From an optimization exercise on the open Yosys and OpenROAD flow, aimed at small area; shortcuts taken in it are not production practice. Where RTL was checked, it was by simulation tests only, not by an equivalence proof against the original. Function not checked in runs 1 to 3: the RTL went through the layout flow alone. The clock cells of runs 3 to 6 come from the design's own scripts or RTL, not from TritonCTS. No driver is modelled on the clock port, so clock power and skew are understated where the tree is cut down; a real chip needs a root buffer or a tree. Power and IR drop assume default switching activity.

<file path="design/flow/design.v">
module keypad_entry (
    input        clk,
    input        rst_n,
    input  [3:0] row,
    output [3:0] col,
    output       key_ready,
    output [3:0] key_data,
    output [3:0] press_count,
    output       key_read,
    output [9:0] num1,
    output [9:0] num2,
    output       num1_done,
    output       num2_done,
    output       sum_ready,
    output [3:0] disp_hundreds,
    output [3:0] disp_tens,
    output [3:0] disp_units,
    output [1:0] active_field
);
    reg [7:0] t;
    reg [2:0] k;
    reg       zc;        
    reg [4:0] tr;        
    reg [3:0] kd;
    reg [3:0] pc;
    reg [1:0] af;
    reg       f2dig;     
    reg       sr;
    reg [3:0] dh, dt, du;
    reg [9:0] n1;
    wire scan  = |t[7:2];
    wire tmax  = &t;
    wire [2:0] n = {k[0], t[1:0]};
    wire an0   = ~scan & (n == 3'd1);
    wire an4   = ~scan & (n == 3'd5);
    wire rise  = ~scan & (n == 3'd6);
    wire wait2 = ~scan & (n == 3'd7);
    assign key_ready = ~scan & k[0] & t[1];
    assign key_read  = wait2 & ~sr;
    wire [1:0] idx = k[2:1];
    assign col = {idx != 2'd0, idx != 2'd1, idx != 2'd2, idx != 2'd3};
    function [3:0] code_of(input [1:0] ci, input [3:0] r);
        reg [1:0] ri;
        begin
            ri = ~r[0] ? 2'd0 : ~r[1] ? 2'd1 : ~r[2] ? 2'd2 : 2'd3;
            case ({ri, ci})
                4'b00_00: code_of = 4'hA; 4'b00_01: code_of = 4'h3;
                4'b00_10: code_of = 4'h2; 4'b00_11: code_of = 4'h1;
                4'b01_00: code_of = 4'hB; 4'b01_01: code_of = 4'h6;
                4'b01_10: code_of = 4'h5; 4'b01_11: code_of = 4'h4;
                4'b10_00: code_of = 4'hC; 4'b10_01: code_of = 4'h9;
                4'b10_10: code_of = 4'h8; 4'b10_11: code_of = 4'h7;
                4'b11_00: code_of = 4'hD; 4'b11_01: code_of = 4'hE;
                4'b11_10: code_of = 4'h0; default:  code_of = 4'hF;
            endcase
        end
    endfunction
    wire [2:0] z = {2'b0, ~row[0]} + {2'b0, ~row[1]} + {2'b0, ~row[2]} + {2'b0, ~row[3]};
    wire [4:0] base = (idx == 2'd0) ? 5'b0_0000 : tr;
    reg  [4:0] tr_n;
    always @(*) begin
        if (base[4])
            tr_n = (z == 3'd0) ? base : 5'b0_0001;
        else if (base[1:0] == 2'b00) begin
            if (z == 3'd0)      tr_n = 5'b0_0000;
            else if (z == 3'd1) tr_n = {1'b1, code_of(idx, row)};
            else if (z == 3'd4 && idx == 2'd0) tr_n = 5'b0_0010;
            else                tr_n = 5'b0_0001;
        end else if (base[1:0] == 2'b10)
            tr_n = (z == 3'd4) ? 5'b0_0010 : 5'b0_0001;
        else
            tr_n = 5'b0_0001;
    end
    wire one     = tr[4];
    wire zero    = ~tr[4] & ~tr[0];
    wire go_scan = (an0 & ~(zc & one)) | (wait2 & key_read);
    wire hold    = wait2 & ~key_read;
    wire [2:0] n_inc = n + 3'd1;
    always @(posedge clk or negedge rst_n) begin
        if (!rst_n) begin
            t  <= 8'd4;
            k  <= 3'd0;
            zc <= 1'b0;
            tr <= 5'd0;
            kd <= 4'd0;
        end else begin
            if (scan) begin
                if (tmax) begin
                    k <= k + 3'd1;
                    t <= (k == 3'd7) ? 8'd0 : 8'd4;
                    if (k[0]) tr <= tr_n;
                end else
                    t <= t + 8'd1;
            end else if (go_scan) begin
                k <= 3'd0;
                t <= 8'd4;
            end else if (!hold) begin
                k[0] <= n_inc[2];
                t[1:0] <= n_inc[1:0];
            end
            if (an0) zc <= zero;
            if (an4) kd <= tr[3:0];
        end
    end
    assign key_data = kd;
    always @(posedge clk or negedge rst_n) begin
        if (!rst_n) pc <= 4'd0;
        else if (rise) pc <= pc + 4'd1;
    end
    assign press_count = pc;
    wire [9:0] conv = {dh, 6'b0} + {dh, 5'b0} + {dh, 2'b0} + {dt, 3'b0} + {dt, 1'b0} + du;
    wire is_digit = (kd <= 4'h9);
    wire keep = (af == 2'd1) | f2dig;      
    always @(posedge clk or negedge rst_n) begin
        if (!rst_n) begin
            af <= 2'd0; f2dig <= 1'b0; sr <= 1'b0;
            dh <= 4'd0; dt <= 4'd0; du <= 4'd0;
            n1 <= 10'd0;
        end else begin
            if (af == 2'd0) af <= 2'd1;
            if (af == 2'd3) sr <= 1'b1;
            if (rise & (af == 2'd1 || af == 2'd2)) begin
                if (is_digit) begin
                    dh <= keep ? dt : 4'd0;
                    dt <= keep ? du : 4'd0;
                    du <= kd;
                    if (af == 2'd2) f2dig <= 1'b1;
                end else if (af == 2'd1 && kd == 4'hF) begin
                    n1 <= conv;
                    af <= 2'd2;
                end else if (af == 2'd2 && kd == 4'hE) begin
                    af <= 2'd3;
                end
            end
        end
    end
    assign num1 = n1;
    assign num2 = conv & {10{(af == 2'd3) & f2dig}};
    assign num1_done = af[1];
    assign num2_done = af[1] & af[0];
    assign sum_ready = sr;
    assign disp_hundreds = dh;
    assign disp_tens = dt;
    assign disp_units = du;
    assign active_field = af;
endmodule
</file>
<file path="design/flow/run.sh">
#!/bin/bash
# synth_recipe.tcl (not shown) runs the flow's synth.tcl, then flattens the netlist and writes it again
# the make line also repeats each setting of config.mk as NAME=value (left out here)
make -C /OpenROAD-flow-scripts/flow DESIGN_CONFIG=/design/flow/config.mk WORK_HOME=/design/flow/orfs CLKGATE_MAP_FILE= SYNTH_SCRIPT=/design/flow/synth_recipe.tcl finish
</file>
<file path="design/flow/config.mk">
export PLATFORM = sky130hd
export DESIGN_NAME = keypad_entry
export DESIGN_NICKNAME = keypad_entry
export VERILOG_FILES = /design/flow/design.v
export SDC_FILE = /design/flow/constraint.sdc
export NUM_CORES = 4
export LEC_CHECK = 0
export CAP_MARGIN = 20
export CORE_MARGIN = 2
export CORE_UTILIZATION = 40
export SLEW_MARGIN = 20
</file>
<file path="design/flow/constraint.sdc">
create_clock -name core_clock -period 10.0 [get_ports {clk}]
set_input_delay 2.0000 -clock core_clock [delete_from_list [all_inputs] [get_ports {clk}]]
set_output_delay 2.0000 -clock core_clock [all_outputs]
set_load 0.01 [all_outputs]
</file>
==> results.py, run 1 <==
metrics = {
    "pwr": {
        "powerDensity_mw_per_mm2": 89.9,
        "ir_worst_vdd_uv": 60.2,
        "p_leak_nw": 1.96,
    },
    "die": {
        "ios": 57,
        "fp.dieW_um": 95.2,
        "start_util_pct": 40.9,
        "fp-row-count": 33,
        "dieHeight_um": 95.2,
        "core_area_sq_mm": 0.00813,
        "die-area_sq_mm": 0.00905,
    },
    "final_layout": {
        "finalNonFillerCells": 496,
        "regArea_sq_mm": 0.00128,
        "drive_gt1_share_pct": 10.5,
        "mostFrequentLayoutCell": "clkdlybuf4s50_1",
        "areaGrowthSynthToFinish_pct": 22.6,
        "antenna_cells": 0,
        "multi_input_area_sq_mm": 0.00185,
        "layout_common_cells": "clkdlybuf4s50_1 (55), dfrtp_1 (50), nand2_1 (41)",
        "fin_nets": 440,
        "fillers": 755,
    },
    "sta": {
        "max_freq_mhz": 171,
        "hold_viol_final": 0,
        "finClkSkew_ps": 10.7,
        "fin_setup_tns_ps": 0,
        "rsz0062_at_grt": "no",
        "tightest_slew_ps": 684,
        "setup_violations": 0,
        "fin_crit_ps": 5840,
        "drv_slew": 0,
        "fin_crit_sh_pct": 58.4,
        "slew_headroom_pct": 54.3,
    },
    "drt": {
        "wl_per_cell_um": 13.6,
        "dr_total_vias": 2468,
        "drcViolationCount": 0,
        "firstDrtPassIters": 4,
        "vias_per_cell": 4.98,
        "drt_iter0_markers": 71,
        "postRouteWirelength_um": 6740,
        "drtAntennaViolNets": 0,
    },
    "logic_synthesis": {
        "synth_cell_types": 54,
        "synthCells": 334,
        "avgSynthCellArea_sq_um": 9.95,
        "synth_edf_count": 0,
        "synth_area_leaders": "dfrtp_1 (38%), ha_1 (14%), fa_1 (4.8%), mux2_2 (4.7%), nand2_1 (4.6%)",
        "synth_ff_type": "dfrtp_1",
        "ys_ff_latch": 51,
        "syn-cell-area_sq_mm": 0.00332,
        "synth.yosys.seq_area_share_pct": 38.4,
        "synth-async-reset-ratio_pct": 100,
        "synth.net_count": 384,
        "synth_top_cell_by_area": "dfrtp_1",
        "yosys_warnings": 1,
        "synth.top_cell.area_share_pct": 37.7,
    },
    "setup_path": {
        "path_cells": "inv_1, fa_1, inv_1, fa_1, ha_1, fa_1, a211oi_1, o21bai_1, a21oi_1, xnor2_1, nor2_1, clkdlybuf4s50_1",
        "cp.arrival_ps": 3840,
        "cp_max_fo": 4,
        "required_ps": 8000,
        "crit_top_cell": "fa_1",
        "crit_path_end_kind": "output pin",
        "slowest_stage": "fa_1",
        "crit_type": "flip-flop to output pin",
        "start_kind": "flip-flop",
        "slowest_delay_ps": 540,
    },
    "run_status": {
        "status": "complete, no violations",
    },
    "global_route": {
        "grt_usage_pct": 16.2,
        "antenna_found_initial": 0,
        "grt_overflow": 0,
        "grt_pass1_wl_um": 11600,
        "grt_max_degree": 52,
        "grt_pass1_vias": 2444,
    },
    "place": {
        "placed_cells_incl_taps": 488,
        "portBuffers": 56,
        "routabilityCongestion": 0.843,
        "hpwl_um": 5370,
    },
    "cts": {
        "cts-root-buf": "clkbuf_8",
        "postCtsHoldBufs": 0,
        "path_clk_slew_ps": 90,
        "tritoncts": "yes",
        "cts.path.max_buffers": 2,
        "cts_setup_buffers": 0,
        "clock_latency_ps": 300,
        "cts_sinks": 51,
        "cts_resized": 0,
        "htreeDepth": 2,
        "numCtsBuffers": 5,
    },
    "worst_hold_path": {
        "min_path_type": "flip-flop to flip-flop",
    },
    "job": {
        "drv_cap": 0,
    },
}
## cells in the mapped netlist, types with 2 or more instances
cell and count:
dfrtp_1 50, nand2_1 41, ha_1 36, inv_1 36, o21ai_0 22, nor2_1 17
mux2_2 14, a21oi_1 13, and3_1 10, fa_1 8, xnor2_1 7, xor2_1 7
nand3_1 6, o21ai_1 5, a211oi_1 4, nor2b_1 4, buf_4 3, nand4_1 3
or2_2 3, a21o_1 2, a22o_1 2, and2_2 2, and4_1 2, buf_6 2
clkbuf_1 2, nand2b_1 2, nor3_1 2, o21bai_1 2, o22ai_1 2
## final timing paths
path,startpoint,end,slack [ps],cells past startpoint
max,dh[1]$_DFFE_PN0P_,num2[9],4160,12
min in group asynchronous,rst_n,n1[6]$_DFFE_PN0P_,1780,2
min,pc[3]$_DFFE_PN0P_,pc[3]$_DFFE_PN0P_,470,1
max in group asynchronous,rst_n,t[4]$_DFFE_PN0P_,7760,2
max reg2reg,dh[1]$_DFFE_PN0P_,n1[9]$_DFFE_PN0P_,6820,11
min reg2reg,pc[3]$_DFFE_PN0P_,pc[3]$_DFFE_PN0P_,470,1
## registers in the layout, indices dropped and copies added, names as in the netlist, 4 cells and up
name  flops
dh        4
t         8
du        4
n1       10
tr        5
kd        4
pc        4
dt        4
## routing by layer
metal	vias to the layer above	routed length, um	share of wire (%)	GRT usage [%]
li1	1257	-	-	-
met3	7	261	3.9	3.08
met2	46	3320	49	28.7
met5	-	0	0	0
met1	1158	3090	46	20.3
met4	0	60	0.89	3.62
## through the flow
step	power (mW)	hold WS (ps)	utilization, %	setup WS (ps)	cell area (sq um)
floorplan	0.220	477	-	5060	3320
finish	0.366	469	50.1	4160	4070
global placement	0.229	461	48.7	4570	3960
global route	0.384	517	50.1	3880	4070
CTS	0.372	479	50.1	4160	4070
detailed placement	0.229	462	48.7	4530	3960
## critical path, delay by kind of cell, from the launching register on
kind | cells | cell delay, ps
fa+ha+maj | 4 | 1660
buf+inv | 3 | 690
compound gates | 3 | 570
flops | 1 | 400
xor+xnor | 1 | 110
simple gates | 1 | 100
## power breakdown
| group | switching, mW | internal, mW | leakage [nW] |
|---|---|---|---|
| clock network | 0.0668 | 0.0745 | 0.0581 |
| logic | 0.0111 | 0.00714 | 1.23 |
| registers | 0.000255 | 0.206 | 0.674 |
| total | 0.0783 | 0.288 | 1.96 |
## cells by family (layout without fill, tap and decap cells)
family / after synthesis / count (layout) / share of synthesized area (%)
AND/OR/NAND/NOR: 104 / 104 / 16.9
AO/OA/AOI/OAI: 61 / 61 / 11.1
flip-flops: 51 / 51 / 38.4
adder cells (fa/ha/maj): 44 / 44 / 18.4
buffers and inverters: 44 / 101 / 5.76
multiplexers: 16 / 16 / 5.72
XOR/XNOR: 14 / 14 / 3.69
## area by class of cell
class | count | share of cell area [%]
Clock buffer | 5 | 1.69
Tap cell | 105 | 3.22
Sequential cell | 51 | 31.4
Clock inverter | 3 | 1.07
Inverter | 36 | 3.32
Multi-Input combinational cell | 239 | 45.5
Timing Repair Buffer | 57 | 13.8
==> inputs of run 2 (changes only) <==
==> design/flow/flow/run.sh (new file) <==
#!/bin/bash
set -euo pipefail
bash standard.sh \
  BUFFER_PORTS_ARGS="-buffer_cell sky130_fd_sc_hd__buf_1" \
  CTS_ARGS="-sink_clustering_enable -repair_clock_nets -dont_use_dummy_load -buf_list {sky130_fd_sc_hd__clkbuf_2 sky130_fd_sc_hd__clkbuf_4 sky130_fd_sc_hd__clkbuf_8}" \
  finish > standard_flow.log 2>&1
==> design/flow/standard.sh (new file) <==
#!/bin/bash
# synth_recipe.tcl (not shown) runs the flow's synth.tcl, then flattens the netlist and writes it again
# the make line also repeats each setting of config.mk as NAME=value (left out here)
make -C /OpenROAD-flow-scripts/flow DESIGN_CONFIG=/design/flow/config.mk WORK_HOME=/design/flow/orfs CLKGATE_MAP_FILE= SYNTH_SCRIPT=/design/flow/synth_recipe.tcl "${@:-finish}"
removed: design/flow/run.sh
==> results.py, run 2 <==
metrics = {
    "die": {
        "die-area_sq_mm": 0.00905,
        "fp.dieW_um": 95.2,
        "ios": 57,
        "core_area_sq_mm": 0.00813,
        "start_util_pct": 40.9,
        "fp-row-count": 33,
        "dieHeight_um": 95.2,
    },
    "sta": {
        "fin_hold_ws_ps": 471,
        "hold_viol_final": 0,
        "tightest_slew_ps": 680,
        "fin_setup_tns_ps": 0,
        "fin_crit_ps": 5440,
        "max_freq_mhz": 184,
        "setup_violations": 0,
        "fin_crit_sh_pct": 54.4,
        "rsz0062_at_grt": "no",
        "finClkSkew_ps": 24.4,
        "slew_headroom_pct": 54.5,
        "drv_slew": 0,
        "setup_slack_ps": 4560,
    },
    "logic_synthesis": {
        "synth_edf_count": 0,
        "yosysMostFrequentCell": "dfrtp_1",
        "synth.top_cell.area_share_pct": 37.7,
        "synth-async-reset-ratio_pct": 100,
        "ys_ff_latch": 51,
        "syn-cell-area_sq_mm": 0.00332,
        "synth_cell_types": 54,
        "synth_top_cell_by_area": "dfrtp_1",
        "synth_common_cells": "dfrtp_1 (50), nand2_1 (41), ha_1 (36), inv_1 (36), o21ai_0 (22)",
        "synth.yosys.seq_area_share_pct": 38.4,
        "synth_ff_type": "dfrtp_1",
        "synth.net_count": 384,
        "avgSynthCellArea_sq_um": 9.95,
        "synthCells": 334,
        "synth_area_leaders": "dfrtp_1 (38%), ha_1 (14%), fa_1 (4.8%), mux2_2 (4.7%), nand2_1 (4.6%)",
        "yosys_warnings": 1,
    },
    "cts": {
        "path_clk_slew_ps": 80,
        "cts.path.max_buffers": 2,
        "postCtsHoldBufs": 0,
        "tritoncts": "yes",
        "cts_setup_buffers": 0,
        "cts_sinks": 51,
        "cts-root-buf": "clkbuf_8",
        "cts_resized": 0,
        "clock_latency_ps": 300,
        "htreeDepth": 2,
        "numCtsBuffers": 5,
    },
    "pwr": {
        "switchingPower_mw": 0.0723,
        "comb_power_share_pct": 5.3,
        "ir_worst_vdd_uv": 49.4,
        "pwr-share-clk_pct": 32.2,
        "switching_share_pct": 21.9,
        "seqPwrFrac_pct": 62.6,
        "powerDensity_mw_per_mm2": 89.5,
        "p_leak_nw": 1.81,
        "intPower_mw": 0.258,
    },
    "final_layout": {
        "regMostFlops": "n1",
        "areaGrowthSynthToFinish_pct": 10.9,
        "finalNonFillerCells": 493,
        "mostFrequentLayoutCell": "buf_1",
        "antenna_cells": 0,
        "drive_gt1_share_pct": 9.79,
        "layout_common_cells": "buf_1 (55), dfrtp_1 (50), nand2_1 (41)",
        "fin_nets": 440,
        "largestRegisters": "n1 (10), t (8), tr (5)",
        "largest_reg_flops": 10,
        "final_cell_area_sq_mm": 0.00369,
    },
    "setup_path": {
        "cp.arrival_ps": 3440,
        "crit_path_end_kind": "output pin",
        "worst-r2r-setup-slack_ps": 6830,
        "start_kind": "flip-flop",
        "crit_type": "flip-flop to output pin",
        "rr_endpoint": "n1[9]$_DFFE_PN0P_",
        "cp_max_fo": 4,
        "r2r.worst_path.cells": 11,
        "required_ps": 8000,
        "r2r-start": "dh[1]$_DFFE_PN0P_",
        "path_cells": "inv_1, fa_1, inv_1, fa_1, ha_1, fa_1, a211oi_1, o21bai_1, a21oi_1, xnor2_1, nor2_1, buf_1",
        "slowest_stage": "fa_1",
        "endpoint": "num2[9]",
        "slowest_delay_ps": 560,
        "cp-startpoint": "dh[1]$_DFFE_PN0P_",
        "crit_top_cell": "fa_1",
    },
    "place": {
        "placed_area_sq_mm": 0.00362,
        "portBuffers": 56,
        "dp_slack_ps": 4890,
        "routabilityCongestion": 0.829,
        "hpwl_um": 5350,
        "placed_cells_incl_taps": 488,
    },
    "global_route": {
        "grt_pass1_wl_um": 11500,
        "grt_usage_pct": 15.9,
        "grt_max_degree": 52,
        "grt_overflow": 0,
        "antenna_found_initial": 0,
        "grt_pass1_vias": 2459,
    },
    "drt": {
        "dr_total_vias": 2473,
        "drt_iter0_markers": 57,
        "postRouteWirelength_um": 6760,
        "wl_per_cell_um": 13.7,
        "firstDrtPassIters": 5,
        "drcViolationCount": 0,
        "drtAntennaViolNets": 0,
        "vias_per_cell": 5.02,
    },
    "worst_hold_path": {
        "min_path_type": "flip-flop to flip-flop",
        "hold_path_depth": 1,
    },
    "run_status": {
        "status": "complete, no violations",
    },
    "job": {
        "drv_cap": 0,
    },
}
==> run 2: cell counts after synthesis <==
No cell type changed its count.
==> run 2: final cells by class <==
cell class                      count  area (sq um)
Timing Repair Buffer               57           219
Sequential cell                    51          1280
Clock buffer                        5          68.8
Fill cell                         830          4450
Multi-Input combinational cell    239          1850
Tap cell                          105           131
Inverter                           36           135
==> run 2: power groups by stage <==
stage	Clock [mW]	Combinational (mW)	Sequential, mW
detailed placement	0	0.0178	0.211
CTS	0.112	0.0180	0.206
finish	0.106	0.0174	0.206
floorplan	0	0.00980	0.211
global placement	0	0.0173	0.211
global route	0.119	0.0209	0.207
==> run 2: worst min-delay path by stage <==
| stage | startpoint | end | slack (ps) |
|---|---|---|---|
| 2_1_floorplan | tr[2]$_DFFE_PN0P_ | kd[2]$_DFFE_PN0P_ | 480 |
| 5_1_grt | pc[3]$_DFFE_PN0P_ | pc[3]$_DFFE_PN0P_ | 490 |
| 3_5_place_dp | pc[3]$_DFFE_PN0P_ | pc[3]$_DFFE_PN0P_ | 460 |
| 6_report | pc[3]$_DFFE_PN0P_ | pc[3]$_DFFE_PN0P_ | 470 |
| 3_3_place_gp | pc[3]$_DFFE_PN0P_ | pc[3]$_DFFE_PN0P_ | 460 |
| 4_1_cts | pc[3]$_DFFE_PN0P_ | pc[3]$_DFFE_PN0P_ | 480 |
==> run 2: worst max-delay path, delay by kind of cell, from the launching register on <==
kind            cells  cell delay [ps]
xor+xnor            1              100
simple gates        1               90
buf+inv             3              320
fa+ha+maj           4             1700
compound gates      3              550
flops               1              390
==> run 2: routing by layer <==
layer	up-vias	track usage, %	part of all wire (%)
li1	1246	-	-
met1	1173	19.8	45
met2	45	28.3	49
met3	9	3.16	4.3
met4	0	3.62	1.0
met5	-	0	0
==> run 2: cells by family after synthesis <==
group / share of synthesized area (%)
compound gates: 11.1
xor+xnor: 3.69
fa+ha+maj: 18.4
simple gates: 16.9
mux: 5.72
buf+inv: 5.76
flops: 38.4
==> run 2: per-stage QoR <==
| step | power [mW] | util, % |
|---|---|---|
| after floorplan | 0.220 | - |
| after global placement | 0.228 | 44.5 |
| after detailed placement | 0.228 | 44.5 |
| after CTS | 0.336 | 45.3 |
| after global routing | 0.346 | 45.3 |
| final | 0.330 | 45.3 |
==> inputs of run 3 (changes only) <==
==> design/flow/flow/run.sh (replaced) <==
#!/bin/bash
# The standard layout with three changes:
#  1. the standard synthesis's combinational gates are re-mapped for area by
#     ABC (flow/resyn.ys, flow/resyn.abc); its flip-flops are kept as they are;
#  2. the ports are buffered with the smallest buffer (buf_1);
#  3. a hand-built one-level clock tree (flow/pre_cts.tcl) replaces TritonCTS.
# Each tool's output goes to a log file of its own in this folder.
set -euo pipefail
here=$(pwd)
R=$here/orfs/results/$FLOW_PLATFORM/keypad_entry/base
LIB=$FLOW_HOME/platforms/$FLOW_PLATFORM/lib/sky130_fd_sc_hd__tt_025C_1v80.lib
YOSYS=${YOSYS_EXE:-$FLOW_HOME/../tools/install/yosys/bin/yosys}
DONT_USE=$(sed -n '/DONT_USE_CELLS += /,/^#/p' $FLOW_HOME/platforms/$FLOW_PLATFORM/config.mk \
  | grep -o 'sky130_fd_sc_hd__[a-z0-9_]*' | sed 's/^/-dont_use /' | tr '\n' ' ')

bash standard.sh synth > standard_synth.log 2>&1

cp $R/1_2_yosys.v $here/standard_1_2_yosys.v
sed -e "s#{LIB}#$LIB#g" -e "s#{NETLIST}#$here/standard_1_2_yosys.v#" -e "s#{TOP}#$FLOW_TOP#g" \
    -e "s#{DONT_USE}#$DONT_USE#" -e "s#{ABC_SCRIPT}#$here/flow/resyn.abc#" -e "s#{OUT}#$R/1_2_yosys.v#" \
    flow/resyn.ys > resyn_run.ys
$YOSYS -s resyn_run.ys > resyn.log 2>&1
sed -e "s#{LIB}#$LIB#g" -e "s#{TOP}#$FLOW_TOP#g" -e "s#{OUT}#$R/1_2_yosys.v#" flow/check.ys > check_run.ys
$YOSYS -s check_run.ys > resyn_check.log 2>&1
rm -f $R/1_synth.odb

MY_CLKBUF=sky130_fd_sc_hd__clkbuf_8 bash standard.sh \
  BUFFER_PORTS_ARGS="-buffer_cell sky130_fd_sc_hd__buf_1" \
  PRE_CTS_TCL="$here/flow/pre_cts.tcl" \
  finish > standard_flow.log 2>&1
==> design/flow/flow/check.ys (new file) <==
# The re-mapped netlist must be made of library cells only.
read_liberty -lib {LIB}
read_verilog {OUT}
hierarchy -check -top {TOP}
check -assert -mapped
==> design/flow/flow/pre_cts.tcl (new file) <==
# Manual clock tree: the clock port drives NGRP clock buffers, each driving
# the clock pins of one group of nearby flip-flops (groups split at the
# median x, then at the median y).  TritonCTS is skipped.
set cbuf [expr {[info exists ::env(MY_CLKBUF)] ? $::env(MY_CLKBUF) : "sky130_fd_sc_hd__clkbuf_8"}]
set block [ord::get_db_block]
set master [[ord::get_db] findMaster $cbuf]
set clknet [$block findNet clk]
set sinks {}
foreach it [$clknet getITerms] {
  set loc [[$it getInst] getLocation]
  lappend sinks [list $it [lindex $loc 0] [lindex $loc 1]]
}
proc halves {lst idx} {
  set s [lsort -real -index $idx $lst]
  set h [expr {[llength $s] / 2}]
  return [list [lrange $s 0 [expr {$h - 1}]] [lrange $s $h end]]
}
set groups {}
foreach half [halves $sinks 1] {
  foreach q [halves $half 2] { lappend groups $q }
}
set g 0
foreach grp $groups {
  set inst [odb::dbInst_create $block $master clkbuf_leaf_$g]
  set net [odb::dbNet_create $block clknet_leaf_$g]
  $net setSigType CLOCK
  set sx 0.0; set sy 0.0
  foreach s $grp {
    set it [lindex $s 0]
    set sx [expr {$sx + [lindex $s 1]}]
    set sy [expr {$sy + [lindex $s 2]}]
    $it disconnect
    $it connect $net
  }
  [$inst findITerm A] connect $clknet
  [$inst findITerm X] connect $net
  $inst setLocation [expr {int($sx / [llength $grp])}] [expr {int($sy / [llength $grp])}]
  $inst setPlacementStatus PLACED
  puts "manual clock buffer $g: $cbuf drives [llength $grp] clock pins"
  incr g
}
rename clock_tree_synthesis tritoncts_unused
proc clock_tree_synthesis {args} { set_propagated_clock [all_clocks] }
==> design/flow/flow/resyn.abc (new file) <==
strash
&get -n
&deepsyn -T 60
&put
dch -f
amap
==> design/flow/flow/resyn.ys (new file) <==
# Re-map the combinational logic of the standard synthesis for area.  The
# flip-flops stay as the standard synthesis made them (same instances, names
# and cells); only the gates between them are re-optimised by ABC.
read_liberty -ignore_miss_func {LIB}
blackbox sky130_fd_sc_hd__df* sky130_fd_sc_hd__sdf* sky130_fd_sc_hd__edf* sky130_fd_sc_hd__dl* sky130_fd_sc_hd__sdl*
read_verilog {NETLIST}
hierarchy -top {TOP}
flatten -wb
opt -purge
abc -liberty {LIB} {DONT_USE} -script {ABC_SCRIPT}
opt_clean -purge
splitnets
opt_clean -purge
hilomap -singleton -hicell sky130_fd_sc_hd__conb_1 HI -locell sky130_fd_sc_hd__conb_1 LO
insbuf -buf sky130_fd_sc_hd__buf_4 A X
select {TOP}
stat -liberty {LIB}
write_verilog -noattr -nohex -nodec -selected {OUT}
==> results.py, run 3 <==
metrics = {
    "run_status": {
        "status": "complete, no violations",
    },
    "logic_synthesis": {
        "syn-cell-area_sq_mm": 0.00282,
        "yosys_warnings": 1,
        "avgSynthCellArea_sq_um": 7.97,
        "synthCells": 354,
        "synth.net_count": 360,
    },
    "final_layout": {
        "mostFrequentLayoutCell": "nor2_1",
        "drive_gt1_share_pct": 1.83,
        "layout_common_cells": "nor2_1 (70), buf_1 (55), dfrtp_1 (50)",
        "regMostFlops": "n1",
        "areaGrowthSynthToFinish_pct": 5.46,
        "final_cell_area_sq_mm": 0.00297,
        "largest_reg_flops": 10,
        "largestRegisters": "n1 (10), t (8), tr (5)",
        "antenna_cells": 0,
        "fin_nets": 391,
        "fin_util_pct": 43.8,
    },
    "worst_hold_path": {
        "min_path_type": "flip-flop to flip-flop",
        "hold_path_depth": 1,
        "hp-start": "pc[3]$_DFFE_PN0P_",
        "min_to": "pc[3]$_DFFE_PN0P_",
    },
    "setup_path": {
        "cp.arrival_ps": 4040,
        "worst-r2r-setup-slack_ps": 6040,
        "r2r-start": "dh[1]$_DFFE_PN0P_",
        "rr_endpoint": "n1[9]$_DFFE_PN0P_",
        "required_ps": 8000,
        "cp-startpoint": "dh[1]$_DFFE_PN0P_",
        "r2r.worst_path.cells": 23,
        "cp_max_fo": 7,
        "crit_path_end_kind": "output pin",
        "start_kind": "flip-flop",
        "crit_type": "flip-flop to output pin",
    },
    "drt": {
        "drcViolationCount": 0,
        "drtAntennaViolNets": 0,
        "firstDrtPassIters": 4,
        "wl_per_cell_um": 12.3,
        "postRouteWirelength_um": 5910,
        "drt_iter0_markers": 109,
        "dr_total_vias": 2356,
        "vias_per_cell": 4.92,
    },
    "place": {
        "dp_slack_ps": 4160,
        "placed_area_sq_mm": 0.00292,
        "routabilityCongestion": 0.862,
        "portBuffers": 56,
        "hpwl_um": 4670,
    },
    "die": {
        "fp-row-count": 30,
        "ios": 57,
        "core_area_sq_mm": 0.00679,
        "die-area_sq_mm": 0.00774,
        "fp.dieW_um": 88.0,
        "start_util_pct": 41.5,
        "dieHeight_um": 88.0,
    },
    "pwr": {
        "comb_power_share_pct": 3.2,
        "p_leak_nw": 1.23,
        "powerDensity_mw_per_mm2": 103,
        "seqPwrFrac_pct": 68.1,
        "ir_worst_vdd_uv": 54.7,
        "switching_share_pct": 19.4,
        "switchingPower_mw": 0.0595,
        "intPower_mw": 0.247,
        "pwr-share-clk_pct": 28.7,
    },
    "sta": {
        "setup_violations": 0,
        "hold_viol_final": 0,
        "setup_slack_ps": 3960,
        "fin_crit_ps": 6040,
        "slew_headroom_pct": 39.3,
        "fin_crit_sh_pct": 60.4,
        "finClkSkew_ps": 4.55,
        "drv_slew": 0,
        "rsz0062_at_grt": "no",
        "fin_setup_tns_ps": 0,
        "tightest_slew_ps": 901,
        "max_freq_mhz": 165,
    },
    "global_route": {
        "grt_pass1_vias": 2202,
        "antenna_found_initial": 0,
        "grt_overflow": 0,
        "grt_usage_pct": 15.8,
        "grt_pass1_wl_um": 10100,
        "grt_max_degree": 52,
    },
    "cts": {
        "path_clk_slew_ps": 80,
        "clock_latency_ps": 140,
        "postCtsHoldBufs": 0,
        "cts_setup_buffers": 0,
        "cts_resized": 0,
    },
    "job": {
        "drv_cap": 0,
    },
}
## run 3: routing by layer
metal | global-route usage (%) | vias up | share of wire [%]
met3 | 1.98 | 9 | 4.5
met2 | 27.3 | 43 | 48
met5 | 0 | - | 0
met4 | 2.66 | 0 | 1.8
li1 | - | 1231 | -
met1 | 21.7 | 1073 | 46
## run 3: per-stage QoR
step	hold WS (ps)	power, mW	instances
CTS	472	0.311	479
finish	469	0.306	479
global placement	452	0.223	475
detailed placement	462	0.223	475
floorplan	441	0.216	354
global route	517	0.322	479
## run 3: critical path, cell delays in order, from the launching register on
cell	delay (ps)
dfrtp_1	420
clkinv_1	210
o22ai_1	230
nor2_1	80
a21oi_1	200
nor2b_1	200
o21bai_1	150
nor2_1	80
o21a_1	170
nor2_1	120
nor2_1	70
o21ai_0	180
o21ai_0	140
nor2_1	140
nor2b_1	70
or2_0	230
o21a_1	140
o221ai_1	180
nor2b_1	200
nor2_1	70
nand2_1	70
clkinv_1	60
o32ai_1	260
nor2_1	80
buf_1	140
## run 3: final cells by class
class,count,area [sq um]
inverters,48,180
repair buffers,57,219
flip-flops and latches,51,1280
plain buffers,4,55.1
multi-input cells,223,1120
fillers,704,3820
well taps,96,120
## run 3: power by group through the flow
stage	Clock (mW)	Sequential, mW	Combinational [mW]
after floorplan	0	0.212	0.00390
after global placement	0	0.212	0.0102
after detailed placement	0	0.212	0.0104
after CTS	0.0923	0.208	0.0104
after global routing	0.102	0.209	0.0117
final	0.0879	0.208	0.00987
## run 3: worst max-delay path by stage
| stage | to | slack, ps | cells after the start |
|---|---|---|---|
| finish | num2[9] | 3960 | 24 |
| global route | num2[9] | 3310 | 24 |
| CTS | num2[9] | 3960 | 24 |
| detailed placement | num2[9] | 4160 | 24 |
| global placement | num2[9] | 4280 | 24 |
| floorplan | num2[9] | 4660 | 23 |
==> inputs of run 4 (changes only) <==
==> design/flow/design.v (replaced) <==
module keypad_entry (
    input        clk,
    input        rst_n,
    input  [3:0] row,
    output [3:0] col,
    output       key_ready,
    output [3:0] key_data,
    output [3:0] press_count,
    output       key_read,
    output [9:0] num1,
    output [9:0] num2,
    output       num1_done,
    output       num2_done,
    output       sum_ready,
    output [3:0] disp_hundreds,
    output [3:0] disp_tens,
    output [3:0] disp_units,
    output [1:0] active_field
);
    reg [7:0] t;
    reg [2:0] k;
    reg       zc;        
    reg [4:0] tr;        
    reg [3:0] kd;
    reg [3:0] pc;
    reg [1:0] af;
    reg       f2dig;     
    reg [3:0] dh, dt, du;
    reg [9:0] n1;
    wire scan  = |t[7:2];
    wire tmax  = &t;
    wire [2:0] n = {k[0], t[1:0]};
    wire an0   = ~scan & (n == 3'd1);
    wire an4   = ~scan & (n == 3'd5);
    wire rise  = ~scan & (n == 3'd6);
    wire wait2 = ~scan & (n == 3'd7) & ~k[1];
    wire stuck = ~scan & k[1];
    assign key_ready = ~scan & k[0] & t[1];
    assign key_read  = wait2;
    wire [1:0] idx = k[2:1];
    assign col = {scan & (idx != 2'd0), ~scan | (idx != 2'd1), idx != 2'd2, idx != 2'd3};
    function [3:0] code_of(input [3:0] pos);
        case (pos)
            4'b00_00: code_of = 4'hA; 4'b00_01: code_of = 4'hB;
            4'b00_10: code_of = 4'hC; 4'b00_11: code_of = 4'hD;
            4'b01_00: code_of = 4'h3; 4'b01_01: code_of = 4'h6;
            4'b01_10: code_of = 4'h9; 4'b01_11: code_of = 4'hE;
            4'b10_00: code_of = 4'h2; 4'b10_01: code_of = 4'h5;
            4'b10_10: code_of = 4'h8; 4'b10_11: code_of = 4'h0;
            4'b11_00: code_of = 4'h1; 4'b11_01: code_of = 4'h4;
            4'b11_10: code_of = 4'h7; default:  code_of = 4'hF;
        endcase
    endfunction
    wire c0 = &row;                                    
    wire c4 = ~|row;                                   
    wire c1 = (row == 4'b1110) | (row == 4'b1101) | (row == 4'b1011) | (row == 4'b0111);
    wire [1:0] ri = {~row[2] | ~row[3], ~row[1] | ~row[3]};
    wire [4:0] base = (idx == 2'd0) ? 5'b0_0000 : tr;
    reg  [4:0] tr_n;
    always @(*) begin
        if (base[4])
            tr_n = c0 ? base : 5'b0_0001;
        else if (base[1:0] == 2'b00) begin
            if (c0)      tr_n = 5'b0_0000;
            else if (c1) tr_n = {1'b1, idx, ri};
            else if (c4 && idx == 2'd0) tr_n = 5'b0_0010;
            else         tr_n = 5'b0_0001;
        end else if (base[1:0] == 2'b10)
            tr_n = c4 ? 5'b0_0010 : 5'b0_0001;
        else
            tr_n = 5'b0_0001;
    end
    wire one     = tr[4];
    wire zero    = ~tr[4] & ~tr[0];
    wire go_scan = (an0 & ~(zc & one)) | wait2;
    wire [2:0] n_inc = n + 3'd1;
    always @(posedge clk) begin
        if (scan & tmax & k[0]) tr <= tr_n;
    end
    always @(posedge clk or negedge rst_n) begin
        if (!rst_n) begin
            t  <= 8'd4;
            k  <= 3'd0;
            zc <= 1'b0;
            kd <= 4'd0;
        end else begin
            if (scan) begin
                if (tmax) begin
                    k <= k + 3'd1;
                    t <= (k == 3'd7) ? 8'd0 : 8'd4;
                end else
                    t <= t + 8'd1;
            end else if (go_scan) begin
                k <= 3'd0;
                t <= 8'd4;
            end else if (!stuck) begin
                k[0] <= n_inc[2];
                t[1:0] <= n_inc[1:0];
                if (rise && af == 2'd3) k[1] <= 1'b1;
            end
            if (an0) zc <= zero;
            if (an4) kd <= code_of(tr[3:0]);
        end
    end
    assign key_data = kd;
    always @(posedge clk or negedge rst_n) begin
        if (!rst_n) pc <= 4'd0;
        else if (rise) pc <= pc + 4'd1;
    end
    assign press_count = pc;
    wire [9:0] conv = {dh, 6'b0} + {dh, 5'b0} + {dh, 2'b0} + {dt, 3'b0} + {dt, 1'b0} + du;
    wire is_digit = (kd <= 4'h9);
    wire keep = (af == 2'd1) | f2dig;      
    always @(posedge clk or negedge rst_n) begin
        if (!rst_n) begin
            af <= 2'd0; f2dig <= 1'b0;
            dh <= 4'd0; dt <= 4'd0; du <= 4'd0;
            n1 <= 10'd0;
        end else begin
            if (af == 2'd0) af <= 2'd1;
            if (rise & (af == 2'd1 || af == 2'd2)) begin
                if (is_digit) begin
                    dh <= keep ? dt : 4'd0;
                    dt <= keep ? du : 4'd0;
                    du <= kd;
                    if (af == 2'd2) f2dig <= 1'b1;
                end else if (af == 2'd1 && kd == 4'hF) begin
                    n1 <= conv;
                    af <= 2'd2;
                end else if (af == 2'd2 && kd == 4'hE) begin
                    af <= 2'd3;
                end
            end
        end
    end
    assign num1 = n1;
    assign num2 = conv & {10{(af == 2'd3) & f2dig}};
    assign num1_done = af[1];
    assign num2_done = af[1] & af[0];
    assign sum_ready = (af == 2'd3) & ~wait2;
    assign disp_hundreds = dh;
    assign disp_tens = dt;
    assign disp_units = du;
    assign active_field = af;
endmodule
==> results.py, run 4 <==
metrics = {
    "run_status": {
        "status": "complete, no violations",
    },
    "place": {
        "routabilityCongestion": 0.876,
        "hpwl_um": 4400,
        "portBuffers": 56,
    },
    "sta": {
        "fin_setup_tns_ps": 0,
        "hold_viol_final": 0,
        "rsz0062_at_grt": "no",
        "finClkSkew_ps": 4.83,
        "tightest_slew_ps": 923,
        "drv_slew": 0,
        "setup_violations": 0,
        "slew_headroom_pct": 37.8,
        "fin_crit_sh_pct": 55.6,
        "max_freq_mhz": 180,
        "fin_crit_ps": 5560,
    },
    "final_layout": {
        "antenna_cells": 0,
        "layout_common_cells": "nor2_1 (74), buf_1 (55), dfrtp_1 (44)",
        "drive_gt1_share_pct": 2.07,
        "areaGrowthSynthToFinish_pct": 5.74,
        "fin_nets": 394,
        "regMostFlops": "n1",
        "largest_reg_flops": 10,
        "largestRegisters": "n1 (10), t (8), tr (5)",
        "mostFrequentLayoutCell": "nor2_1",
    },
    "job": {
        "drv_cap": 0,
    },
    "global_route": {
        "antenna_found_initial": 0,
        "grt_pass1_wl_um": 9450,
        "grt_usage_pct": 14.7,
        "grt_pass1_vias": 2123,
        "grt_overflow": 0,
        "grt_max_degree": 46,
    },
    "setup_path": {
        "required_ps": 8000,
        "cp_max_fo": 7,
        "crit_path_end_kind": "output pin",
        "cp.arrival_ps": 3560,
        "start_kind": "flip-flop",
        "crit_type": "flip-flop to output pin",
    },
    "logic_synthesis": {
        "syn-cell-area_sq_mm": 0.00281,
        "yosys_warnings": 1,
        "synthCells": 356,
        "synth.net_count": 362,
        "avgSynthCellArea_sq_um": 7.90,
    },
    "cts": {
        "cts_resized": 0,
        "path_clk_slew_ps": 80,
        "clock_latency_ps": 140,
        "postCtsHoldBufs": 0,
        "cts_setup_buffers": 0,
    },
    "die": {
        "dieHeight_um": 87.9,
        "fp.dieW_um": 87.9,
        "ios": 57,
        "die-area_sq_mm": 0.00772,
        "core_area_sq_mm": 0.00679,
        "start_util_pct": 41.4,
        "fp-row-count": 30,
    },
    "drt": {
        "postRouteWirelength_um": 5680,
        "firstDrtPassIters": 6,
        "dr_total_vias": 2363,
        "drt_iter0_markers": 71,
        "vias_per_cell": 4.90,
        "wl_per_cell_um": 11.8,
        "drcViolationCount": 0,
        "drtAntennaViolNets": 0,
    },
    "pwr": {
        "ir_worst_vdd_uv": 64.4,
        "total_power_mw": 0.301,
        "powerDensity_mw_per_mm2": 101,
        "p_leak_nw": 1.20,
    },
    "worst_hold_path": {
        "min_path_type": "flip-flop to flip-flop",
    },
}
==> run 4: metrics by stage <==
stage	setup slack [ps]	cell area (sq um)	std cells	hold slack (ps)	utilization, %
finish	4440	2970	482	470	43.8
global route	3720	2970	482	494	43.8
CTS	4430	2970	482	478	43.8
detailed placement	4630	2920	478	466	43.0
global placement	4740	2920	478	460	43.0
floorplan	5070	2810	356	441	-
==> run 4: cell type report <==
cell class,instances,area [sq um]
sequential,50,1280
timing repair buffer,58,226
inverter,43,161
fill,727,3820
buffer,4,55.1
multi-input combinational,231,1130
tap,96,120
==> run 4: path summary, 6_finish.rpt <==
path,from,to,slack (ps),cells past startpoint
min in group asynchronous,rst_n,n1[5]$_DFFE_PN0P_,1930,2
setup reg to reg,t[3]$_DFFE_PN0N_,n1[3]$_DFFE_PN0P_,6570,13
hold reg to reg,pc[3]$_DFFE_PN0P_,pc[3]$_DFFE_PN0P_,470,1
hold / removal,pc[3]$_DFFE_PN0P_,pc[3]$_DFFE_PN0P_,470,1
max in group asynchronous,rst_n,t[2]$_DFFE_PN1N_,7680,2
setup / recovery,dh[0]$_DFFE_PN0P_,num2[8],4440,22
==> run 4: where the power goes <==
part           switching, mW  total, mW  internal, mW  leakage, nW
clock                 0.0520     0.0887        0.0368       0.0288
sequential                 0      0.205         0.205        0.644
combinational        0.00586    0.00797       0.00211        0.523
total                 0.0578      0.301         0.244         1.20
==> run 4: worst max-delay path, stage by stage, from the launching register on <==
cell      delay (ps)
dfrtp_1          450
clkinv_1         200
o22ai_1          210
nor2_1            80
a21oi_1          200
clkinv_1         110
a22oi_1          230
nand2_1          100
o21ai_0          100
o21ai_0          150
o21ai_0          210
nand2_1           90
nand2_1           90
nor2_1            50
a21oi_1          160
nor2_1            80
o22ai_1          190
nor2_1           100
a21oi_1          170
nand2_1           90
o21a_1           120
nor2_1           100
buf_1            160
==> run 4: routing by layer <==
layer	global-route usage (%)	vias to the layer above	wire length, um
li1	-	1252	-
met1	19.4	1054	2580
met2	27.4	53	2790
met3	1.32	4	266
met4	1.26	0	47
met5	0	-	0
==> inputs of run 5 (changes only) <==
--- a/design/flow/design.v
+++ b/design/flow/design.v
@@ -108,7 +108,11 @@
         else if (rise) pc <= pc + 4'd1;
     end
     assign press_count = pc;
-    wire [9:0] conv = {dh, 6'b0} + {dh, 5'b0} + {dh, 2'b0} + {dt, 3'b0} + {dt, 1'b0} + du;
+    wire [3:0] cv_v   = dt + du[3:1];
+    wire [4:0] cv_q   = {dt, 1'b0} + cv_v[3:1];
+    wire [4:0] cv_h3  = dh[3] ? (dh[0] ? 5'd28 : 5'd25) : ({1'b0, dh[2:0], 1'b0} + {2'b0, dh[2:0]});
+    wire [7:0] cv_r   = {cv_h3, dh[2:0]} + cv_q;
+    wire [9:0] conv   = {cv_r, dt[0] ^ du[1], du[0]};
     wire is_digit = (kd <= 4'h9);
     wire keep = (af == 2'd1) | f2dig;      
     always @(posedge clk or negedge rst_n) begin
--- a/design/flow/flow/run.sh
+++ b/design/flow/flow/run.sh
@@ -3,7 +3,8 @@
 #  1. the standard synthesis's combinational gates are re-mapped for area by
 #     ABC (flow/resyn.ys, flow/resyn.abc); its flip-flops are kept as they are;
 #  2. the ports are buffered with the smallest buffer (buf_1);
-#  3. a hand-built one-level clock tree (flow/pre_cts.tcl) replaces TritonCTS.
+#  3. a hand-built one-level clock tree (flow/pre_cts.tcl): the clock port
+#     drives three clock buffers, each feeding a third of the flip-flops.
 # Each tool's output goes to a log file of its own in this folder.
 set -euo pipefail
 here=$(pwd)
@@ -24,7 +25,7 @@
 $YOSYS -s check_run.ys > resyn_check.log 2>&1
 rm -f $R/1_synth.odb
 
-MY_CLKBUF=sky130_fd_sc_hd__clkbuf_8 bash standard.sh \
+MY_CLKBUF=sky130_fd_sc_hd__clkbuf_8 MY_NX=3 MY_NY=1 bash standard.sh \
   BUFFER_PORTS_ARGS="-buffer_cell sky130_fd_sc_hd__buf_1" \
   PRE_CTS_TCL="$here/flow/pre_cts.tcl" \
   finish > standard_flow.log 2>&1
--- a/design/flow/flow/pre_cts.tcl
+++ b/design/flow/flow/pre_cts.tcl
@@ -10,14 +10,21 @@
   set loc [[$it getInst] getLocation]
   lappend sinks [list $it [lindex $loc 0] [lindex $loc 1]]
 }
-proc halves {lst idx} {
+# split lst into n nearly equal parts along coordinate idx
+proc parts {lst idx n} {
   set s [lsort -real -index $idx $lst]
-  set h [expr {[llength $s] / 2}]
-  return [list [lrange $s 0 [expr {$h - 1}]] [lrange $s $h end]]
+  set out {}
+  set len [llength $s]
+  for {set i 0} {$i < $n} {incr i} {
+    lappend out [lrange $s [expr {$i * $len / $n}] [expr {($i + 1) * $len / $n - 1}]]
+  }
+  return $out
 }
+set nx [expr {[info exists ::env(MY_NX)] ? $::env(MY_NX) : 2}]
+set ny [expr {[info exists ::env(MY_NY)] ? $::env(MY_NY) : 2}]
 set groups {}
-foreach half [halves $sinks 1] {
-  foreach q [halves $half 2] { lappend groups $q }
+foreach col [parts $sinks 1 $nx] {
+  foreach q [parts $col 2 $ny] { lappend groups $q }
 }
 set g 0
 foreach grp $groups {
==> design/flow/flow/resyn.abc (replaced) <==
strash
&get -n
&deepsyn -T 60
&put
dch -f
amap
strash
&get -n
&deepsyn -T 30
&put
dch -f
amap
==> results.py, run 5 <==
metrics = {
    "global_route": {
        "grt_overflow": 0,
        "grt_max_degree": 46,
        "antenna_found_initial": 0,
        "grt_usage_pct": 16.3,
        "grt_pass1_wl_um": 10200,
        "grt_pass1_vias": 2245,
    },
    "drt": {
        "firstDrtPassIters": 5,
        "drcViolationCount": 0,
        "dr_total_vias": 2368,
        "drt_iter0_markers": 78,
        "postRouteWirelength_um": 6080,
        "drtAntennaViolNets": 0,
        "wl_per_cell_um": 13.2,
        "vias_per_cell": 5.14,
    },
    "worst_hold_path": {
        "hp-start": "pc[3]$_DFFE_PN0P_",
        "min_path_type": "flip-flop to flip-flop",
    },
    "place": {
        "routabilityCongestion": 0.841,
        "hpwl_um": 4690,
        "portBuffers": 56,
    },
    "sta": {
        "fin_crit_sh_pct": 53.2,
        "finClkSkew_ps": 12.5,
        "fin_crit_ps": 5320,
        "fin_setup_tns_ps": 0,
        "rsz0062_at_grt": "no",
        "slew_headroom_pct": 36.9,
        "setup_violations": 0,
        "drv_slew": 0,
        "tightest_slew_ps": 936,
        "max_freq_mhz": 188,
        "hold_viol_final": 0,
    },
    "pwr": {
        "switchingPower_mw": 0.0609,
        "intPower_mw": 0.235,
        "powerDensity_mw_per_mm2": 103,
        "seqPwrFrac_pct": 69.3,
        "switching_share_pct": 20.6,
        "p_leak_nw": 1.16,
        "ir_worst_vdd_uv": 106,
        "pwr-share-clk_pct": 28.1,
        "comb_power_share_pct": 2.6,
    },
    "final_layout": {
        "fin_util_pct": 42.8,
        "drive_gt1_share_pct": 2.10,
        "largestRegisters": "n1 (10), t (8), tr (5)",
        "layout_common_cells": "nor2_1 (76), buf_1 (55), dfrtp_1 (44)",
        "areaGrowthSynthToFinish_pct": 4.88,
        "mostFrequentLayoutCell": "nor2_1",
        "regMostFlops": "n1",
        "antenna_cells": 0,
        "fin_nets": 389,
        "largest_reg_flops": 10,
    },
    "setup_path": {
        "crit_path_end_kind": "output pin",
        "rr_endpoint": "n1[8]$_DFFE_PN0P_",
        "crit_type": "flip-flop to output pin",
        "worst-r2r-setup-slack_ps": 6820,
        "start_kind": "flip-flop",
        "cp.arrival_ps": 3320,
        "cp-startpoint": "dt[1]$_DFFE_PN0P_",
        "endpoint": "num2[7]",
        "r2r.worst_path.cells": 24,
        "r2r-start": "dt[1]$_DFFE_PN0P_",
        "cp_max_fo": 5,
        "required_ps": 8000,
    },
    "die": {
        "dieHeight_um": 86.8,
        "fp.dieW_um": 86.8,
        "core_area_sq_mm": 0.00672,
        "ios": 57,
        "start_util_pct": 40.8,
        "die-area_sq_mm": 0.00754,
        "fp-row-count": 30,
    },
    "run_status": {
        "status": "complete, no violations",
    },
    "logic_synthesis": {
        "synth.net_count": 358,
        "yosys_warnings": 1,
        "syn-cell-area_sq_mm": 0.00274,
        "synthCells": 352,
        "avgSynthCellArea_sq_um": 7.80,
    },
    "job": {
        "drv_cap": 0,
    },
    "cts": {
        "clock_latency_ps": 170,
        "cts_setup_buffers": 0,
        "postCtsHoldBufs": 0,
        "path_clk_slew_ps": 120,
        "cts_resized": 0,
    },
}
==> run 5: cell type report <==
type / instances / area, sq um
multi-input combinational: 229 / 1080
buffer: 3 / 41.3
timing repair buffer: 58 / 226
tap: 80 / 100
sequential: 50 / 1280
inverter: 41 / 154
fill: 718 / 3840
==> run 5: worst min-delay path by stage <==
stage | cells past startpoint | to | slack [ps]
floorplan | 1 | pc[3]$_DFFE_PN0P_ | 440
global placement | 1 | pc[3]$_DFFE_PN0P_ | 460
detailed placement | 1 | pc[3]$_DFFE_PN0P_ | 460
CTS | 1 | pc[3]$_DFFE_PN0P_ | 470
global route | 1 | pc[3]$_DFFE_PN0P_ | 530
finish | 1 | pc[3]$_DFFE_PN0P_ | 470
==> run 5: layer usage <==
metal	GRT usage (%)	vias to the layer above	part of all wire (%)
li1	-	1214	-
met3	1.33	11	3.7
met5	0	-	0
met4	2.70	0	2.0
met1	20.7	1084	45
met2	30.4	59	50
==> run 5: critical path: stages (launching register included) <==
cell and delay [ps]:
dfrtp_1 420, clkinv_1 170, nor2_1 190, nor2_1 60, a21oi_1 150, nand2_1 80, o21ai_0 110, nor2_1 60
a21oi_1 200, nor2_1 60, a21oi_1 140, nand2_1 80, o21ai_0 100, nor2_1 100, a21oi_1 190, nand2_1 100
o21a_1 120, nand2_1 70, nand2_1 60, nand2_1 70, nand2_1 80, nand2_1 120, o21ai_0 160, nor2_1 110
buf_1 160
==> run 5: metrics by stage <==
stage / hold slack, ps / instance area, sq um / instances / total power [mW] / setup slack, ps
floorplan: 441 / 2740 / 352 / 0.211 / 5400
global placement: 455 / 2840 / 458 / 0.217 / 5110
detailed placement: 458 / 2840 / 458 / 0.217 / 4950
CTS: 474 / 2880 / 461 / 0.300 / 4730
global route: 525 / 2880 / 461 / 0.305 / 4050
finish: 472 / 2880 / 461 / 0.296 / 4680
==> run 5: power by group through the flow <==
| stage | clock network [mW] | logic (mW) | registers, mW |
|---|---|---|---|
| 3_5_place_dp | 0 | 0.00800 | 0.209 |
| 3_3_place_gp | 0 | 0.00778 | 0.209 |
| 2_1_floorplan | 0 | 0.00221 | 0.209 |
| 5_1_grt | 0.0912 | 0.00893 | 0.205 |
| 4_1_cts | 0.0867 | 0.00807 | 0.205 |
| 6_report | 0.0830 | 0.00766 | 0.205 |
==> inputs of run 6 (changes only) <==
--- a/design/flow/design.v
+++ b/design/flow/design.v
@@ -20,7 +20,6 @@
     reg [7:0] t;
     reg [2:0] k;
     reg       zc;        
-    reg [4:0] tr;        
     reg [3:0] kd;
     reg [3:0] pc;
     reg [1:0] af;
@@ -55,27 +54,27 @@
     wire c4 = ~|row;                                   
     wire c1 = (row == 4'b1110) | (row == 4'b1101) | (row == 4'b1011) | (row == 4'b0111);
     wire [1:0] ri = {~row[2] | ~row[3], ~row[1] | ~row[3]};
-    wire [4:0] base = (idx == 2'd0) ? 5'b0_0000 : tr;
-    reg  [4:0] tr_n;
+    reg [1:0] ts;        
+    reg [3:0] tp;        
+    wire [1:0] bs = (idx == 2'd0) ? 2'b00 : ts;
+    reg  [1:0] ts_n;
     always @(*) begin
-        if (base[4])
-            tr_n = c0 ? base : 5'b0_0001;
-        else if (base[1:0] == 2'b00) begin
-            if (c0)      tr_n = 5'b0_0000;
-            else if (c1) tr_n = {1'b1, idx, ri};
-            else if (c4 && idx == 2'd0) tr_n = 5'b0_0010;
-            else         tr_n = 5'b0_0001;
-        end else if (base[1:0] == 2'b10)
-            tr_n = c4 ? 5'b0_0010 : 5'b0_0001;
-        else
-            tr_n = 5'b0_0001;
+        case (bs)
+            2'b00: ts_n = c0 ? 2'b00 : c1 ? 2'b01 : (c4 && idx == 2'd0) ? 2'b11 : 2'b10;
+            2'b01: ts_n = c0 ? 2'b01 : 2'b10;
+            2'b10: ts_n = 2'b10;
+            default: ts_n = c4 ? 2'b11 : 2'b10;
+        endcase
     end
-    wire one     = tr[4];
-    wire zero    = ~tr[4] & ~tr[0];
+    wire one  = (ts == 2'b01);
+    wire zero = (ts == 2'b00) | (ts == 2'b11);
     wire go_scan = (an0 & ~(zc & one)) | wait2;
     wire [2:0] n_inc = n + 3'd1;
     always @(posedge clk) begin
-        if (scan & tmax & k[0]) tr <= tr_n;
+        if (scan & tmax & k[0]) begin
+            ts <= ts_n;
+            if (bs == 2'b00 && c1) tp <= {idx, ri};
+        end
     end
     always @(posedge clk or negedge rst_n) begin
         if (!rst_n) begin
@@ -99,7 +98,7 @@
                 if (rise && af == 2'd3) k[1] <= 1'b1;
             end
             if (an0) zc <= zero;
-            if (an4) kd <= code_of(tr[3:0]);
+            if (an4) kd <= code_of(tp);
         end
     end
     assign key_data = kd;
--- a/design/flow/flow/pre_cts.tcl
+++ b/design/flow/flow/pre_cts.tcl
@@ -1,6 +1,7 @@
-# Manual clock tree: the clock port drives NGRP clock buffers, each driving
-# the clock pins of one group of nearby flip-flops (groups split at the
-# median x, then at the median y).  TritonCTS is skipped.
+# Manual clock tree: the clock port drives MY_NX * MY_NY clock buffers, each
+# driving the clock pins of one group of nearby flip-flops (the flip-flops
+# sorted by x are cut into MY_NX equal parts, each part sorted by y into
+# MY_NY).  Each buffer sits at its group's centre.  TritonCTS is skipped.
 set cbuf [expr {[info exists ::env(MY_CLKBUF)] ? $::env(MY_CLKBUF) : "sky130_fd_sc_hd__clkbuf_8"}]
 set block [ord::get_db_block]
 set master [[ord::get_db] findMaster $cbuf]
==> results.py, run 6 <==
metrics = {
    "setup_path": {
        "crit_path_end_kind": "output pin",
        "slowest_delay_ps": 420,
        "crit_top_cell": "nor2_1",
        "cp.arrival_ps": 4440,
        "cp_max_fo": 5,
        "crit_type": "flip-flop to output pin",
        "required_ps": 8000,
        "start_kind": "flip-flop",
        "slowest_stage": "dfrtp_1",
    },
    "final_layout": {
        "layout_common_cells": "nor2_1 (72), buf_1 (55), dfrtp_1 (44)",
        "regMostFlops": "n1",
        "areaGrowthSynthToFinish_pct": 4.63,
        "mostFrequentLayoutCell": "nor2_1",
        "largest_reg_flops": 10,
        "fillers": 706,
        "antenna_cells": 0,
        "drive_gt1_share_pct": 1.93,
        "fin_nets": 371,
        "largestRegisters": "n1 (10), t (8)",
    },
    "pwr": {
        "p_leak_nw": 1.17,
        "total_power_mw": 0.297,
        "ir_worst_vdd_uv": 65.7,
        "powerDensity_mw_per_mm2": 103,
    },
    "global_route": {
        "grt_max_degree": 46,
        "grt_overflow": 0,
        "grt_pass1_vias": 2064,
        "antenna_found_initial": 0,
        "grt_usage_pct": 14.7,
        "grt_pass1_wl_um": 9270,
    },
    "run_status": {
        "status": "complete, no violations",
    },
    "place": {
        "portBuffers": 56,
        "hpwl_um": 4370,
        "routabilityCongestion": 0.832,
    },
    "drt": {
        "drcViolationCount": 0,
        "drtAntennaViolNets": 0,
        "postRouteWirelength_um": 5720,
        "vias_per_cell": 5.15,
        "wl_per_cell_um": 12.9,
        "drt_iter0_markers": 92,
        "dr_total_vias": 2283,
        "firstDrtPassIters": 4,
    },
    "die": {
        "die-area_sq_mm": 0.00758,
        "ios": 57,
        "fp-row-count": 30,
        "core_area_sq_mm": 0.00672,
        "dieHeight_um": 87.1,
        "start_util_pct": 41.1,
        "fp.dieW_um": 87.1,
    },
    "sta": {
        "slew_headroom_pct": 38.2,
        "fin_crit_ps": 6440,
        "fin_setup_tns_ps": 0,
        "rsz0062_at_grt": "no",
        "tightest_slew_ps": 918,
        "max_freq_mhz": 155,
        "hold_viol_final": 0,
        "fin_crit_sh_pct": 64.4,
        "finClkSkew_ps": 6.99,
        "setup_violations": 0,
        "drv_slew": 0,
    },
    "cts": {
        "path_clk_slew_ps": 100,
        "cts_setup_buffers": 0,
        "cts_resized": 0,
        "postCtsHoldBufs": 0,
        "clock_latency_ps": 160,
    },
    "logic_synthesis": {
        "avgSynthCellArea_sq_um": 8.26,
        "syn-cell-area_sq_mm": 0.00276,
        "synthCells": 334,
        "yosys_warnings": 1,
        "synth.net_count": 340,
    },
    "job": {
        "drv_cap": 0,
    },
    "worst_hold_path": {
        "min_path_type": "flip-flop to flip-flop",
    },
}
-- run 6: cell type report --
class / count / area [sq um] / share of cell area, %
sequential: 51 / 1310 / 45.3
multi-input combinational: 213 / 1070 / 37.0
timing repair buffer: 58 / 226 / 7.85
inverter: 38 / 143 / 4.94
tap: 80 / 100 / 3.47
buffer: 3 / 41.3 / 1.43
-- run 6: worst paths after layout --
check / from / to / slack (ps) / cells past startpoint
max: dt[1]$_DFFE_PN0P_ / num2[8] / 3560 / 27
min: pc[3]$_DFFE_PN0P_ / pc[3]$_DFFE_PN0P_ / 480 / 1
max reg2reg: dt[1]$_DFFE_PN0P_ / n1[7]$_DFFE_PN0P_ / 5710 / 28
min reg2reg: pc[3]$_DFFE_PN0P_ / pc[3]$_DFFE_PN0P_ / 480 / 1
max in group asynchronous: rst_n / dt[1]$_DFFE_PN0P_ / 7690 / 2
min in group asynchronous: rst_n / n1[7]$_DFFE_PN0P_ / 1910 / 2
-- run 6: critical path: cells and delay by family (launching register included) --
kind	cells	cell delay [ps]
AO/OA/AOI/OAI	11	1940
buffers and inverters	5	630
flip-flops	1	420
AND/OR/NAND/NOR	11	1280
-- run 6: per-layer routing --
metal	up-vias	part of all wire (%)	wire, um	track usage, %
li1	1177	-	-	-
met1	1059	47	2700	19.8
met2	43	48	2770	27.0
met3	4	3.6	205	1.23
met4	0	0.73	42	0.852
met5	-	0	0	0
-- run 6: where the power goes --
group / switching, mW / internal (mW)
registers: 0 / 0.209
clock network: 0.0526 / 0.0280
logic: 0.00534 / 0.00167
total: 0.0579 / 0.239
-- run 6: stage by stage --
step	cell area, sq um	setup slack, ps	util, %	std cells	hold WS [ps]
after floorplan	2760	4440	-	334	441
after global placement	2850	3940	42.3	440	458
after detailed placement	2850	3840	42.3	440	459
after CTS	2890	3600	43.0	443	481
after global routing	2890	2870	43.0	443	514
final	2890	3560	43.0	443	475

==> port drivers added, routing unchanged <==
The flow's constraints put no driver on any port. The routed layouts listed below were extracted and timed again, unchanged, in two steps.
Step 1 assumes that a clkbuf_16 drives the clock port and a buf_2 every other input.
Step 2 times the ports against the registers' clock, not the clock port: input delays grow and output delays shrink by t, the midpoint of the rising clock arrivals with the driver on.
a / b / c = ideal ports / drivers / drivers and shift; a / b = the first two.
run	t (ns)	slack for setup (ns)	hold slack, ns	latest minus earliest clock arrival (ns)
run 1	0.326	4.164 / 4.136 / 4.461	0.469 / 0.469 / 0.469	0.011 / 0.011
run 2	0.316	4.555 / 4.528 / 4.843	0.471 / 0.471 / 0.471	0.024 / 0.025
run 3	0.198	3.955 / 3.900 / 4.098	0.469 / 0.469 / 0.469	0.005 / 0.005
run 4	0.200	4.439 / 4.381 / 4.581	0.470 / 0.470 / 0.470	0.004 / 0.005
run 5	0.210	4.679 / 4.632 / 4.842	0.472 / 0.472 / 0.472	0.012 / 0.012
run 6	0.207	3.564 / 3.516 / 3.723	0.475 / 0.475 / 0.475	0.007 / 0.007
After both steps every run listed still meets setup and hold.
